Background: an optimization exercise with open tools, aiming at small area and a short achievable clock period. Do not read the settings as production practice. The RTL was checked by simulation tests, not by an equivalence proof against the original design. Power figures rest on the tool's default switching activity, not on a simulated workload.

## tundra
Design cpu_top, start of the top module:
module cpu_top(
    input   wire        clk,
    input   wire        rstn,
    input   wire        vga_en,      
    input   wire[1:0]   vga_dir,     
    output  wire[31:0]  vga_pos,     
    output  wire[9:0]   imem_addr,
    input   wire[31:0]  imem_rdata,
    output  wire[9:0]   dmem_addr,
    output  wire[31:0]  dmem_wdata,
    output  wire        dmem_we,
    output  wire        dmem_re,
    input   wire[31:0]  dmem_rdata
    );
Size: roughly 3800 cells after synthesis.
Settings: LEC_CHECK=0, CAP_MARGIN=20, CORE_MARGIN=2, CORE_UTILIZATION=60, CTS_CLUSTER_DIAMETER=70, CTS_CLUSTER_SIZE=26, SLEW_MARGIN=20, SYNTH_HIERARCHICAL=1; clock period 11.0 ns.
standard.sh (not shown) runs the stock make flow with config.mk's settings and CLKGATE_MAP_FILE= SYNTH_SCRIPT=/design/flow/synth_recipe.tcl, a recipe that flattens the netlist after the stock synthesis.
==> flow/flow/run.sh <==
#!/bin/bash
set -e
export BUFFER_PORTS_ARGS="-buffer_cell sky130_fd_sc_hd__buf_2"
export SETUP_SLACK_MARGIN=7.4
bash standard.sh > standard_flow.log 2>&1
> inputs changed (tundra -> fjord)
--- a/flow/design.v
+++ b/flow/design.v
@@ -18,20 +18,28 @@
 endmodule
 module rf_nand4(
     input   wire        a,
     input   wire        b,
     input   wire        c,
     input   wire        d,
     output  wire        y
     );
     assign y = ~(a & b & c & d);
 endmodule
+module rf_hold(
+    input   wire        we,
+    input   wire        d,
+    input   wire        q,
+    output  wire        y
+    );
+    assign y = we ? d : q;
+endmodule
 module rf_rdport(
     input   wire[31:0]      sel,
     input   wire[1023:0]    rf,      
     output  wire[31:0]      q0,
     output  wire[31:0]      q1,
     output  wire[31:0]      q2
     );
     genvar b, j, i;
     generate
         for (b = 0; b < 32; b = b + 1) begin : g_bit
@@ -145,36 +153,36 @@
     input   wire[31:0]  q1,
     input   wire[31:0]  q2,
     output  wire[31:0]  op
     );
     wire es = s[0] & re[0];
     wire e2 = s[0] & re[2];
     wire e3 = s[0] & re[3];
     genvar i;
     generate
         for (i = 0; i < 32; i = i + 1) begin : g_b
-            wire ta, tb, tc;
-            fw_aoi222 u_a(.a1(es), .a2(sum[i]), .b1(s[1]), .b2(ld[i]),
-                          .c1(s[2]), .c2(ma[i]), .y(ta));
+            wire te, ta, tb, tc;
+            fw_nand2 u_e(.a(es), .b(sum[i]), .y(te));
             fw_oai31 u_b(.a1(q0[i]), .a2(q1[i]), .a3(q2[i]), .b1(s[4]), .y(tb));
-            if (i < 3) begin : g_v
+            if (i == 0) begin : g_s
+                fw_aoi222 u_a(.a1(s[1]), .a2(ld[i]), .b1(s[2]), .b2(ma[i]),
+                              .c1(e2), .c2(slt), .y(ta));
+                fw_aoi222 u_c(.a1(s[0]), .a2(lr[i]), .b1(s[3]), .b2(vv[i]),
+                              .c1(e3), .c2(sltu), .y(tc));
+            end else if (i < 3) begin : g_v
+                fw_aoi22 u_a(.a1(s[1]), .a2(ld[i]), .b1(s[2]), .b2(ma[i]), .y(ta));
                 fw_aoi22 u_c(.a1(s[0]), .a2(lr[i]), .b1(s[3]), .b2(vv[i]), .y(tc));
             end else begin : g_n
+                fw_aoi22 u_a(.a1(s[1]), .a2(ld[i]), .b1(s[2]), .b2(ma[i]), .y(ta));
                 fw_nand2 u_c(.a(s[0]), .b(lr[i]), .y(tc));
             end
-            if (i == 0) begin : g_s
-                wire td;
-                fw_aoi22 u_d(.a1(e2), .a2(slt), .b1(e3), .b2(sltu), .y(td));
-                fw_nand4 u_o(.a(ta), .b(tb), .c(tc), .d(td), .y(op[i]));
-            end else begin : g_o
-                fw_nand3 u_o(.a(ta), .b(tb), .c(tc), .y(op[i]));
-            end
+            fw_nand4 u_o(.a(te), .b(ta), .c(tb), .d(tc), .y(op[i]));
         end
     endgenerate
 endmodule
 module fw_eq(
     input   wire[31:0]  a,
     input   wire[31:0]  b,
     output  wire        eq0,
     output  wire        eq1,
     output  wire        eqn0,
     output  wire        eqn1
@@ -441,20 +449,29 @@
 genvar j;
 generate
     for (j = 0; j < 32; j = j + 1) begin : g_rf
         reg  [31:0] r;
         wire wi = rst_q || (mem_rw && (mem_wa == j));
         if (j == 6) begin : g_v
             always @(posedge clk) begin
                 if (wi)            r <= wd;
                 else if (vga_pend) r <= vga_val;
             end
+        end else if (j == 1) begin : g_p
+            wire [31:0] nx;
+            genvar b;
+            for (b = 0; b < 32; b = b + 1) begin : g_h
+                rf_hold u_hold(.we(wi), .d(wd[b]), .q(r[b]), .y(nx[b]));
+            end
+            always @(posedge clk) begin
+                r <= nx;
+            end
         end else begin : g_n
             always @(posedge clk) begin
                 if (wi) r <= wd;
             end
         end
         assign rf_flat[j*32 +: 32] = r;
     end
 endgenerate
 always @(posedge clk) begin
     en_d     <= vga_en;
Notes after the runs:
Sort tundra and fjord by total power desc -> top: fjord
Comparing tundra and fjord, the lower data required time of the worst path was measured on tundra.
fjord against tundra: post-CTS setup-driven buffer insertion count decreased by 10 relative to the old numbers, count of clock-net buffers in the final layout increased by 9 relative to the old numbers, synthesized cell count increased by about 3% relative to the old numbers, maximum number of pins on one net before global-route repair increased by 13 relative to the old numbers.
[fjord] worst setup slack fell 0.043 ns relative to tundra

* * *

cpu_top, a different RTL version from the one above (not shown whole).
Size in the first run: ~3,900 cells after synthesis, about 160 I/O pins, roughly 56,000 um2 of cells after synthesis.
Settings: LEC_CHECK=0, CAP_MARGIN=20, CORE_MARGIN=2, CORE_UTILIZATION=60, CTS_CLUSTER_DIAMETER=70, CTS_CLUSTER_SIZE=26, SLEW_MARGIN=20, SYNTH_HIERARCHICAL=1; clock period 11.0 ns.
Scripts as last shown in full above: flow/flow/run.sh
Change:
--- a/flow/design.v
+++ b/flow/design.v
@@ -17,22 +17,30 @@
     assign y = ~(p8 & p9 & p10);
 endmodule
 module rf_nand4(
     input   wire        a,
     input   wire        b,
     input   wire        c,
     input   wire        d,
     output  wire        y
     );
     assign y = ~(a & b & c & d);
 endmodule
+module rf_hold(
+    input   wire        we,
+    input   wire        d,
+    input   wire        q,
+    output  wire        y
+    );
+    assign y = we ? d : q;
+endmodule
 module rf_rdport(
     input   wire[31:0]      sel,
     input   wire[1023:0]    rf,      
     output  wire[31:0]      q0,
     output  wire[31:0]      q1,
     output  wire[31:0]      q2
     );
     genvar b, j, i;
     generate
         for (b = 0; b < 32; b = b + 1) begin : g_bit
             wire [31:0] col;
@@ -144,38 +152,38 @@
     input   wire[31:0]  q0,
     input   wire[31:0]  q1,
     input   wire[31:0]  q2,
     output  wire[31:0]  op
     );
     wire es = s[0] & re[0];
     wire e2 = s[0] & re[2];
     wire e3 = s[0] & re[3];
     genvar i;
     generate
         for (i = 0; i < 32; i = i + 1) begin : g_b
-            wire te, ta, tb, tc;
-            fw_nand2 u_e(.a(es), .b(sum[i]), .y(te));
+            wire ta, tb, tc;
+            fw_aoi222 u_a(.a1(es), .a2(sum[i]), .b1(s[1]), .b2(ld[i]),
+                          .c1(s[2]), .c2(ma[i]), .y(ta));
             fw_oai31 u_b(.a1(q0[i]), .a2(q1[i]), .a3(q2[i]), .b1(s[4]), .y(tb));
-            if (i == 0) begin : g_s
-                fw_aoi222 u_a(.a1(s[1]), .a2(ld[i]), .b1(s[2]), .b2(ma[i]),
-                              .c1(e2), .c2(slt), .y(ta));
-                fw_aoi222 u_c(.a1(s[0]), .a2(lr[i]), .b1(s[3]), .b2(vv[i]),
-                              .c1(e3), .c2(sltu), .y(tc));
-            end else if (i < 3) begin : g_v
-                fw_aoi22 u_a(.a1(s[1]), .a2(ld[i]), .b1(s[2]), .b2(ma[i]), .y(ta));
+            if (i < 3) begin : g_v
                 fw_aoi22 u_c(.a1(s[0]), .a2(lr[i]), .b1(s[3]), .b2(vv[i]), .y(tc));
             end else begin : g_n
-                fw_aoi22 u_a(.a1(s[1]), .a2(ld[i]), .b1(s[2]), .b2(ma[i]), .y(ta));
                 fw_nand2 u_c(.a(s[0]), .b(lr[i]), .y(tc));
             end
-            fw_nand4 u_o(.a(te), .b(ta), .c(tb), .d(tc), .y(op[i]));
+            if (i == 0) begin : g_s
+                wire td;
+                fw_aoi22 u_d(.a1(e2), .a2(slt), .b1(e3), .b2(sltu), .y(td));
+                fw_nand4 u_o(.a(ta), .b(tb), .c(tc), .d(td), .y(op[i]));
+            end else begin : g_o
+                fw_nand3 u_o(.a(ta), .b(tb), .c(tc), .y(op[i]));
+            end
         end
     endgenerate
 endmodule
 module fw_eq(
     input   wire[31:0]  a,
     input   wire[31:0]  b,
     output  wire        eq0,
     output  wire        eq1,
     output  wire        eqn0,
     output  wire        eqn1
     );
@@ -440,22 +448,31 @@
 wire [1023:0] rf_flat;
 genvar j;
 generate
     for (j = 0; j < 32; j = j + 1) begin : g_rf
         reg  [31:0] r;
         wire wi = rst_q || (mem_rw && (mem_wa == j));
         if (j == 6) begin : g_v
             always @(posedge clk) begin
                 if (wi)            r <= wd;
                 else if (vga_pend) r <= vga_val;
             end
+        end else if (j == 1) begin : g_p
+            wire [31:0] nx;
+            genvar b;
+            for (b = 0; b < 32; b = b + 1) begin : g_h
+                rf_hold u_hold(.we(wi), .d(wd[b]), .q(r[b]), .y(nx[b]));
+            end
+            always @(posedge clk) begin
+                r <= nx;
+            end
         end else begin : g_n
             always @(posedge clk) begin
                 if (wi) r <= wd;
             end
         end
         assign rf_flat[j*32 +: 32] = r;
     end
 endgenerate
 always @(posedge clk) begin
     en_d     <= vga_en;
     vga_pend <= n_vga;
Combinational power went up by a few percent.
Final cell count is about the same.
First-iteration DRC count came out lower by a few percent.
Area after synthesis hardly moves.
Setup slack is worse by 21 ps.
Die area stays flat.

-- re-timing with driven ports --
The flow's constraints put no driver on any port. The routed layouts listed below were extracted and timed again, unchanged, in two steps. Step 1, drivers: a clkbuf_16 drives clk and a buf_2 each remaining input, both assumed. Step 2 moves the port delays by t, midway between the first and last clock arrival at a register: inputs arrive t later, outputs are due t later. That takes back most of the time a late clock gives input paths. Slacks: ideal ports / drivers / drivers and shift; pairs: ideal ports / drivers.
| run | shift t [ns] | slack for setup (ns) | hold slack, ns | worst setup path after step 2 | pins driven straight from the clock port |
|---|---|---|---|---|---|
| tundra | 0.751 | 7.321 / 7.284 / 6.673 | 0.336 / 0.336 / 0.336 | input to register | 1 |
| fjord | 0.737 | 7.277 / 7.277 / 6.686 | 0.333 / 0.333 / 0.333 | input to register | 1 |
| the first run of note 2 | 0.750 | 7.349 / 7.300 / 6.731 | 0.325 / 0.325 / 0.325 | input to register | 1 |
| the second run of note 2 | 0.768 | 7.329 / 7.329 / 6.723 | 0.334 / 0.334 / 0.334 | input to register | 1 |
After both steps every run listed still meets setup and hold. The setup slack of tundra, which loses most, moves by -0.037 ns with the drivers and by -0.648 ns with both steps.
